Context: an optimization exercise on an open-source flow, tuned for small area. The choices shown serve that exercise and are no tape-out recipe. Function was checked by simulation only, so behaviour that the tests miss may differ from the original.

==> trial 7: inputs <==
## apollo_top
module apollo_top(
	input clk,
	input rst_n,
	input rs232_rx,
	output rs232_tx,
	input [7:0] in_ad_data,
	output out_ad_clk,
	output Sftclk,
	output Lchclk,
	output SDout,
	output test1,
	output test2
);
==> flow/config.mk <==
export PLATFORM = sky130hd
export DESIGN_NAME = apollo_top
export DESIGN_NICKNAME = apollo_top
export VERILOG_FILES = /design/flow/design.v
export SDC_FILE = /design/flow/constraint.sdc
export NUM_CORES = 4
export LEC_CHECK = 0
export CAP_MARGIN = 20
export CORE_MARGIN = 2
export CORE_UTILIZATION = 65
export CTS_CLUSTER_DIAMETER = 80
export CTS_CLUSTER_SIZE = 30
export PLACE_DENSITY = 0.8
export SLEW_MARGIN = 20
==> flow/constraint.sdc <==
create_clock -name core_clock -period 20.0 [get_ports {clk}]
set_input_delay 4.0000 -clock core_clock [delete_from_list [all_inputs] [get_ports {clk}]]
set_output_delay 4.0000 -clock core_clock [all_outputs]
set_load 0.01 [all_outputs]
run.sh (not shown) runs the stock make flow with config.mk's settings and CLKGATE_MAP_FILE= SYNTH_SCRIPT=/design/flow/synth_recipe.tcl, a recipe that flattens the netlist after the stock synthesis.
==> trial 24 (differences from trial 7) <==
--- a/flow/design.v
+++ b/flow/design.v
@@ -182,16 +182,14 @@
 	if (!rrst_n) begin gcnt <= 5'd0; g8 <= 1'b0; end
 	else if (ce) begin
 		if (g25) begin g8 <= ~g8; gcnt <= 5'd0; end
 		else gcnt <= gcnt + 5'd1;
 	end
 wire pe = ce & g25 & ~g8;
 wire ne = ce & g25 & g8;
-wire g3 = (gcnt == 5'd3);
-wire g4 = (gcnt == 5'd4);
 wire g11 = (gcnt == 5'd11);
 reg [3:0] cdc;
 reg clk_low1, nh9, nh7;
 reg fb1;	 
 wire cd_en = (cdc == 4'd0) & ~fb1;
 reg ahead_mid, behind_mid;
 wire ahead = ahead_mid & cd_en;
@@ -202,23 +200,25 @@
 	if (!rrst_n) begin cdc <= 4'd0; clk_low1 <= 1'b0; nh9 <= 1'b0; nh7 <= 1'b0; end
 	else if (pe) begin
 		cdc <= cdc + 4'd1;
 		if (cdc == 4'd0) begin clk_low1 <= ~clk_low1; nh9 <= ahead; nh7 <= behind; end
 		else if (cdc == 4'd4) clk_low1 <= ~clk_low1;
 		else if (cdc == nhm1) cdc <= 4'd0;
 	end
-reg [3:0] adder, count_num, adder_mid, adder_mid_ahead;
+reg [3:0] adder, count_num, adder_mid;
+reg ama0, ama8;	 
 reg add_permit, firstbit;
 always @(posedge clk or negedge rrst_n)
 	if (!rrst_n) begin
 		add_permit <= 1'b0; count_num <= 4'd0; adder <= 4'd0;
-		adder_mid <= 4'd4; adder_mid_ahead <= 4'd4; firstbit <= 1'b0;
+		adder_mid <= 4'd4; ama0 <= 1'b0; ama8 <= 1'b0; firstbit <= 1'b0;
 	end else if (pe) begin
 		if (cd_en && num8) begin
-			adder_mid_ahead <= adder_mid;
+			ama0 <= (adder_mid == 4'd0);
+			ama8 <= (adder_mid == 4'd8);
 			add_permit <= 1'b1;
 			count_num <= count_num + 4'd1;
 			firstbit <= bdata;
 			adder <= adder + {3'd0, bdata};
 		end
 		if (!cd_en && add_permit) begin
 			if (count_num == 4'd7) begin
@@ -232,16 +232,16 @@
 		end else if (!num8) begin
 			add_permit <= 1'b0; count_num <= 4'd0; adder <= 4'd0; adder_mid <= 4'd4; firstbit <= 1'b0;
 		end
 	end
 wire am_lo = (adder_mid != 4'd0) && (adder_mid < 4'd4);
 wire am_hi = (adder_mid > 4'd4) && (adder_mid < 4'd8);
 wire pd_ahead = (am_lo & ~firstbit) | (am_hi & firstbit)
-	| ((adder_mid == 4'd8) & (adder_mid_ahead == 4'd0))
-	| ((adder_mid == 4'd0) & (adder_mid_ahead == 4'd8));
+	| ((adder_mid == 4'd8) & ama0)
+	| ((adder_mid == 4'd0) & ama8);
 wire pd_behind = (am_lo & firstbit) | (am_hi & ~firstbit);
 always @(posedge clk or negedge rrst_n)
 	if (!rrst_n) begin ahead_mid <= 1'b0; behind_mid <= 1'b0; end
 	else if (ne) begin
 		ahead_mid <= cd_en & num8 & pd_ahead;
 		behind_mid <= cd_en & num8 & pd_behind;
 	end
@@ -266,47 +266,33 @@
 	else begin
 		if (wr_add | wr_sub) wr <= wr + (wr_add ? {5'd0, adout} : ~ksel) + {12'd0, ~wr_add};
 		if (ce && ben) fb1 <= 1'b0;
 	end
 wire [6:0] aver = wr[12:6];
 reg [6:0] llv;
 reg [7:0] rssi;
-reg rflag;
 always @(posedge clk or negedge rrst_n)
 	if (!rrst_n) llv <= 7'd0;
 	else if (ce && ben && !bin) llv <= aver;
 always @(posedge clk)
 	if (ce && ben && bin) rssi <= {1'b0, aver} - {1'b0, llv};
-always @(posedge clk or negedge rrst_n)
-	if (!rrst_n) rflag <= 1'b0;
-	else if (ce) begin
-		if (ben && bin) rflag <= 1'b1;
-		else if (g4) rflag <= 1'b0;
-	end
 reg [511:0] rring;
 reg [5:0] rd;
 reg rW, rclr;
-reg [7:0] rnxt;
-wire rpend = (ce & rflag & g3) | rW;
-wire rwr = rpend & (rd == 6'd0);
+wire rwr = rW & (rd == 6'd0);
 always @(posedge clk)
 	rring <= {rring[503:0], rwr ? rssi : (rclr ? 8'd0 : rring[511:504])};
 always @(posedge clk or negedge rrst_n)
-	if (!rrst_n) begin rd <= 6'd0; rW <= 1'b0; rclr <= 1'b1; rnxt <= 8'd0; end
+	if (!rrst_n) begin rd <= 6'd0; rW <= 1'b0; rclr <= 1'b1; end
 	else begin
 		if (!rwr) rd <= rd - 6'd1;
 		if (rd == 6'd1) rclr <= 1'b0;
-		rW <= rpend & ~rwr;
-		if (rwr) rnxt <= rring[503:496];
+		if (rwr) rW <= 1'b0;
+		else if (ce && ben && bin) rW <= 1'b1;
 	end
-reg [14:0] rsum;
-always @(posedge clk or negedge rrst_n)
-	if (!rrst_n) rsum <= 15'd0;
-	else if (ce && rflag && (g3 || g4))
-		rsum <= rsum + (g4 ? {7'd0, rssi} : {7'h7f, ~rnxt}) + {14'd0, ~g4};
 reg [43:0] bre;	 
 reg [43:0] bro;	 
 wire [87:0] bbuf;
 genvar gi;
 generate for (gi = 0; gi < 44; gi = gi + 1) begin : g_bb
 	assign bbuf[2*gi] = bre[gi];
 	assign bbuf[2*gi+1] = bro[gi];
@@ -373,31 +359,44 @@
 	if (!rrst_n) fcnt <= 4'd8;
 	else if (ce) begin
 		if (tsp) fcnt <= 4'd0;
 		else if (ts) begin
 			if (oc6000) fcnt <= fcnt + 4'd1;
 		end else fcnt <= 4'd0;
 	end
-reg [7:0] f_uh, f_ul, f_zid, f_cnt, f_typ, f_rssi;
+reg [7:0] f_uh, f_ul, f_zid, f_cnt, f_typ;
+reg [14:0] racc;	 
+reg spend, sact;
+wire sstart = spend & ~rW & (rd == 6'd0);
+always @(posedge clk or negedge rrst_n)
+	if (!rrst_n) begin spend <= 1'b0; sact <= 1'b0; end
+	else begin
+		if (ce && tsp) spend <= 1'b1;
+		else if (sstart) spend <= 1'b0;
+		if (sstart) sact <= 1'b1;
+		else if (rd == 6'd1) sact <= 1'b0;
+	end
+always @(posedge clk)
+	if (sstart) racc <= {7'd0, rring[511:504]};
+	else if (sact) racc <= racc + {7'd0, rring[511:504]};
+wire [7:0] f_rssi = racc[14:7];
 reg floadW;
 wire fload = floadW & aligned & ~bW;
 always @(posedge clk or negedge rrst_n)
 	if (!rrst_n) floadW <= 1'b0;
 	else if (fload) floadW <= 1'b0;
 	else if (ce && tsp) floadW <= 1'b1;
 always @(posedge clk)
 	if (fload) begin
 		f_uh <= man(bbuf[84:69]);
 		f_ul <= man(bbuf[68:53]);
 		f_zid <= man(bbuf[52:37]);
 		f_typ <= man(bbuf[36:21]);
 		f_cnt <= man(bbuf[20:5]);
 	end
-always @(posedge clk)
-	if (ce && tsp) f_rssi <= rsum[14:7];
 reg [7:0] fb;
 always @(*)
 	case (fcnt[2:0])
 		3'd0: fb = 8'hCA;
 		3'd1: fb = f_uh;
 		3'd2: fb = f_ul;
 		3'd3: fb = f_zid;
@@ -433,16 +432,15 @@
 wire cdone = (shift_time == 4'd0);	 
 wire ge1 = (b1 >= 4'd5);
 wire ge0 = (b0 >= 4'd5);
 always @(posedge clk)
 	case (bst)
 		B_IDLE: begin shift_time <= 4'd10; rb <= scode_r; b2 <= 2'd0; b1 <= 4'd0; b0 <= 4'd0; end
 		B_SHIFT: begin
-			{b2, b1, b0} <= {b2[0], b1, b0, early ? 1'b0 : rb[7]};
-			if (!early) rb <= {rb[6:0], 1'b0};
+			{b2, b1, b0} <= {b2[0], b1, b0, early ? 1'b0 : rb[shift_time[2:0] - 3'd1]};
 			shift_time <= shift_time - 4'd1;
 		end
 		B_ADD: begin
 			if (ge1) b1 <= b1 + 4'd3;
 			if (ge0) b0 <= b0 + 4'd3;
 		end
 		default: ;
==> trial 34 (differences from trial 7) <==
--- a/flow/design.v
+++ b/flow/design.v
@@ -186,29 +186,27 @@
 	end
 wire pe = ce & g25 & ~g8;
 wire ne = ce & g25 & g8;
 wire g3 = (gcnt == 5'd3);
 wire g4 = (gcnt == 5'd4);
 wire g11 = (gcnt == 5'd11);
 reg [3:0] cdc;
-reg clk_low1, nh9, nh7;
-reg fb1;	 
-wire cd_en = (cdc == 4'd0) & ~fb1;
+reg clk_low1, cd_en, nh9, nh7;
 reg ahead_mid, behind_mid;
 wire ahead = ahead_mid & cd_en;
 wire behind = behind_mid & cd_en;
 wire num8 = ~ahead & ~behind;
 wire [3:0] nhm1 = nh9 ? 4'd8 : (nh7 ? 4'd6 : 4'd7);
 always @(posedge clk or negedge rrst_n)
-	if (!rrst_n) begin cdc <= 4'd0; clk_low1 <= 1'b0; nh9 <= 1'b0; nh7 <= 1'b0; end
+	if (!rrst_n) begin cdc <= 4'd0; clk_low1 <= 1'b0; cd_en <= 1'b0; nh9 <= 1'b0; nh7 <= 1'b0; end
 	else if (pe) begin
 		cdc <= cdc + 4'd1;
-		if (cdc == 4'd0) begin clk_low1 <= ~clk_low1; nh9 <= ahead; nh7 <= behind; end
+		if (cdc == 4'd0) begin clk_low1 <= ~clk_low1; nh9 <= ahead; nh7 <= behind; cd_en <= 1'b0; end
 		else if (cdc == 4'd4) clk_low1 <= ~clk_low1;
-		else if (cdc == nhm1) cdc <= 4'd0;
+		else if (cdc == nhm1) begin cd_en <= 1'b1; cdc <= 4'd0; end
 	end
 reg [3:0] adder, count_num, adder_mid, adder_mid_ahead;
 reg add_permit, firstbit;
 always @(posedge clk or negedge rrst_n)
 	if (!rrst_n) begin
 		add_permit <= 1'b0; count_num <= 4'd0; adder <= 4'd0;
 		adder_mid <= 4'd4; adder_mid_ahead <= 4'd4; firstbit <= 1'b0;
@@ -248,14 +246,15 @@
 reg bin;
 wire syn_neg = g8 & (gcnt == 5'd0) & (cdc == 4'd1);
 wire ben = g8 & (gcnt == 5'd1) & (cdc == 4'd1);
 always @(posedge clk)
 	if (ce && syn_neg) bin <= bdata;
 assign test2 = ben;
 reg [12:0] wr, k7, k8;
+reg fb1;
 wire snap = ce & g8 & (gcnt == 5'd9);	 
 wire [3:0] nhm2 = nh9 ? 4'd7 : (nh7 ? 4'd5 : 4'd6);
 always @(posedge clk)
 	if (snap && (cdc == nhm2 || (cdc == 4'd0 && pd_ahead))) k7 <= wr;
 always @(posedge clk)
 	if (snap && cdc == nhm1) k8 <= wr;
 wire [12:0] ksel = (nh7 | nh9) ? k7 : k8;
@@ -308,34 +307,33 @@
 wire [87:0] bbuf;
 genvar gi;
 generate for (gi = 0; gi < 44; gi = gi + 1) begin : g_bb
 	assign bbuf[2*gi] = bre[gi];
 	assign bbuf[2*gi+1] = bro[gi];
 end endgenerate
 reg [6:0] phc;
-reg bW, mflag, bclr;
+reg bW, mflag;
 wire aligned = (phc == 7'd0);
 wire bpush = aligned & (bW | (ce & ben));
-wire phc_end = phc[6] & phc[4] & phc[2] & phc[1] & phc[0];	 
-always @(posedge clk)
-	bre <= {bro[42:0], bpush ? bin : (bro[43] & ~bclr)};
+always @(posedge clk or negedge rrst_n)
+	if (!rrst_n) bre <= 44'd0;
+	else bre <= {bro[42:0], bpush ? bin : bro[43]};
 always @(posedge clk)
 	bro <= bre;
 always @(posedge clk or negedge rrst_n)
-	if (!rrst_n) begin phc <= 7'd0; bW <= 1'b0; bclr <= 1'b1; end
+	if (!rrst_n) begin phc <= 7'd0; bW <= 1'b0; end
 	else begin
-		if (bpush || phc_end) phc <= 7'd0;
+		if (bpush || (phc[6] & phc[4] & phc[2] & phc[1] & phc[0])) phc <= 7'd0;
 		else phc <= phc + 7'd1;
-		if (phc_end) bclr <= 1'b0;
 		if (bpush) bW <= 1'b0;
 		else if (ce && ben) bW <= 1'b1;
 	end
 always @(posedge clk)
 	if (aligned)
-		mflag <= ~bclr & bbuf[87] & bbuf[86] & ~bbuf[85] & ~bbuf[84] & ~bbuf[3] & ~bbuf[2] & bbuf[1] & bbuf[0];
+		mflag <= bbuf[87] & bbuf[86] & ~bbuf[85] & ~bbuf[84] & ~bbuf[3] & ~bbuf[2] & bbuf[1] & bbuf[0];
 reg dpend_f;	 
 always @(posedge clk or negedge rrst_n)
 	if (!rrst_n) dpend_f <= 1'b0;
 	else if (ce) begin
 		if (ben && mflag) dpend_f <= 1'b1;
 		else if (g11) dpend_f <= 1'b0;
 	end
@@ -350,36 +348,29 @@
 reg ts, ts_r;
 reg [12:0] ocnt;
 reg [3:0] fcnt;
 wire tsp = ts & ~ts_r;
 wire oc6000 = (ocnt == 13'd1111);
 wire oc50 = (ocnt == 13'd315);
 wire [12:0] ocnt_nx = {ocnt[11:0], ~(ocnt[12] ^ ocnt[3] ^ ocnt[2] ^ ocnt[0])};
+reg pre50;	 
 always @(posedge clk or negedge rrst_n)
 	if (!rrst_n) begin ts <= 1'b0; ts_r <= 1'b0; end
 	else if (ce) begin
 		ts_r <= ts;
 		if (fden) ts <= 1'b1;
 		else if (fcnt[3]) ts <= 1'b0;
 	end
 always @(posedge clk)
 	if (ce) begin
-		if (tsp) ocnt <= 13'd0;
+		if (tsp) begin ocnt <= 13'd0; fcnt <= 4'd0; end
 		else if (ts) begin
-			if (oc6000) ocnt <= 13'd0;
+			if (oc6000) begin ocnt <= 13'd0; fcnt <= fcnt + 4'd1; end
 			else ocnt <= ocnt_nx;
-		end else ocnt <= 13'd0;
-	end
-always @(posedge clk or negedge rrst_n)
-	if (!rrst_n) fcnt <= 4'd8;
-	else if (ce) begin
-		if (tsp) fcnt <= 4'd0;
-		else if (ts) begin
-			if (oc6000) fcnt <= fcnt + 4'd1;
-		end else fcnt <= 4'd0;
+		end else begin ocnt <= 13'd0; fcnt <= 4'd0; end
 	end
 reg [7:0] f_uh, f_ul, f_zid, f_cnt, f_typ, f_rssi;
 reg floadW;
 wire fload = floadW & aligned & ~bW;
 always @(posedge clk or negedge rrst_n)
 	if (!rrst_n) floadW <= 1'b0;
 	else if (fload) floadW <= 1'b0;
@@ -390,31 +381,41 @@
 		f_ul <= man(bbuf[68:53]);
 		f_zid <= man(bbuf[52:37]);
 		f_typ <= man(bbuf[36:21]);
 		f_cnt <= man(bbuf[20:5]);
 	end
 always @(posedge clk)
 	if (ce && tsp) f_rssi <= rsum[14:7];
+reg sent_any;
+always @(posedge clk)
+	if (ce) begin
+		if (tsp || !ts || oc6000) pre50 <= 1'b1;
+		else if (oc50) pre50 <= 1'b0;
+	end
+wire [2:0] idx = fcnt[2:0] - {2'd0, pre50};
 reg [7:0] fb;
 always @(*)
-	case (fcnt[2:0])
+	case (idx)
 		3'd0: fb = 8'hCA;
 		3'd1: fb = f_uh;
 		3'd2: fb = f_ul;
 		3'd3: fb = f_zid;
 		3'd4: fb = f_cnt;
 		3'd5: fb = f_typ;
 		3'd6: fb = f_rssi;
 		default: fb = 8'hFE;
 	endcase
 reg drdy_r;
 always @(posedge clk or negedge rrst_n)
-	if (!rrst_n) drdy_r <= 1'b0;
-	else if (ce) drdy_r <= ts && oc50;
-assign recv_in = fcnt[3] ? 8'd0 : fb;
+	if (!rrst_n) begin sent_any <= 1'b0; drdy_r <= 1'b0; end
+	else if (ce) begin
+		if (ts && oc50) begin sent_any <= 1'b1; drdy_r <= 1'b1; end
+		else drdy_r <= 1'b0;
+	end
+assign recv_in = sent_any ? fb : 8'd0;
 assign recv_write = drdy_r;
 localparam B_IDLE = 3'd0, B_SHIFT = 3'd1, B_WJ = 3'd2, B_JUDGE = 3'd3, B_ADD = 3'd4;
 reg [2:0] bst;
 reg [3:0] shift_time;
 reg [7:0] rb;
 reg [1:0] b2;
 reg [3:0] b1, b0;
CORE_UTILIZATION = 55   (was 65)
PLACE_DENSITY = 0.7   (was 0.8)
==> results.cfg <==
[finish]
nNonClkInverters = 79
drive_gt1_share_pct = 7.01
final_cell_mix = dfxtp_1 (589), dfrtp_1 (208), nand2_1 (201)
multiInputGateArea_um2 = 7830

[timing]
fin_worst_skew_ns = 0.0284
fin_ws_ns = 12.60

[die]
dieArea_um2 = 56500

[setup_path]
reg2reg_depth = 16
timing.rr.end = rsum[14]

[routing]
vias_per_cell = 5.25
drt_wl_total_um = 48500
dr.first_iter.drc_count = 1192
wl_met3_um = 1720

[power_and_ir_drop]
p_clk_uw = 1010
seq_power_uw = 1960

[status]
status = finished clean

[global_route]
grt_pass1_wl_um = 80700

[placed_design]
pre_cts_ws_ns = 12.78
dpl.hpwl_um = 31800

[clock_network]
path_clk_slew_ns = 0.10

[synthesis]
synth_cell_types = 79
synth_fa_ha_area_share_pct = 3.99
That was trial 34.
==> results.cfg <==
[routing]
wl_met3_um = 2200
vias_per_cell = 5.49
dr.first_iter.drc_count = 1334

[placed_design]
pre_cts_ws_ns = 12.80
dpl.hpwl_um = 31500

[clock_network]
cts_setup_buffers = 0
path_clk_slew_ns = 0.10

[die]
dieArea_um2 = 45900

[synthesis]
synth_fa_ha_area_share_pct = 3.98
synth_cell_types = 75

[power_and_ir_drop]
p_clk_uw = 967
seq_power_uw = 1920

[status]
status = finished clean

[finish]
drive_gt1_share_pct = 6.42
multiInputGateArea_um2 = 7350
nNonClkInverters = 84

[timing]
fin_ws_ns = 12.12
fin_worst_skew_ns = 0.0176

[setup_path]
critPathSlowestCell = dfstp_2
timing.rr.end = wr[12]

[global_route]
grt_pass1_wl_um = 79300
That was trial 24.
==> results.cfg <==
[synthesis]
synth_cell_types = 87
synth_top_area_share_pct = 42.6

[finish]
final_cell_mix = dfxtp_1 (633), nand2_1 (195), dfrtp_1 (165)
drive_gt1_share_pct = 6.27
nNonClkInverters = 77

[global_route]
grt_pass1_wl_um = 82100

[status]
status = finished clean

[placed_design]
pre_cts_ws_ns = 13.06
dpl.hpwl_um = 31800

[setup_path]
reg2reg_depth = 14
timing.rr.end = rsum[14]

[die]
dieArea_um2 = 47500

[timing]
fin_ws_ns = 12.43

[power_and_ir_drop]
p_clk_uw = 981

[routing]
vias_per_cell = 5.53
wl_met3_um = 2260
That was trial 7.

==> static timing again, ports no longer ideal <==
How much do the figures lean on ideal ports? The routed layouts below were timed once more, with nothing changed but the port constraints. Step 1: set_driving_cell puts a clkbuf_16 on clk and a buf_2 on each other input, an assumption about the parent block. Step 2 times the ports against the registers' clock, not the clock port: input delays grow and output delays shrink by t, the midpoint of the rising clock arrivals with the driver on. a / b / c = ideal / step 1 / step 2; a / b = the first two.
run | t (ns) | setup WS [ns] | latest minus earliest clock arrival (ns) | slew at the worst register clock pin (ns)
trial 7 | 0.647 | 12.431 / 12.374 / 13.021 | 0.027 / 0.026 | 0.11 / 0.11
trial 24 | 0.652 | 12.121 / 12.065 / 12.717 | 0.026 / 0.026 | 0.11 / 0.11
trial 34 | 0.651 | 12.600 / 12.543 / 13.195 | 0.046 / 0.045 | 0.11 / 0.11
After both steps every run listed still meets setup and hold.
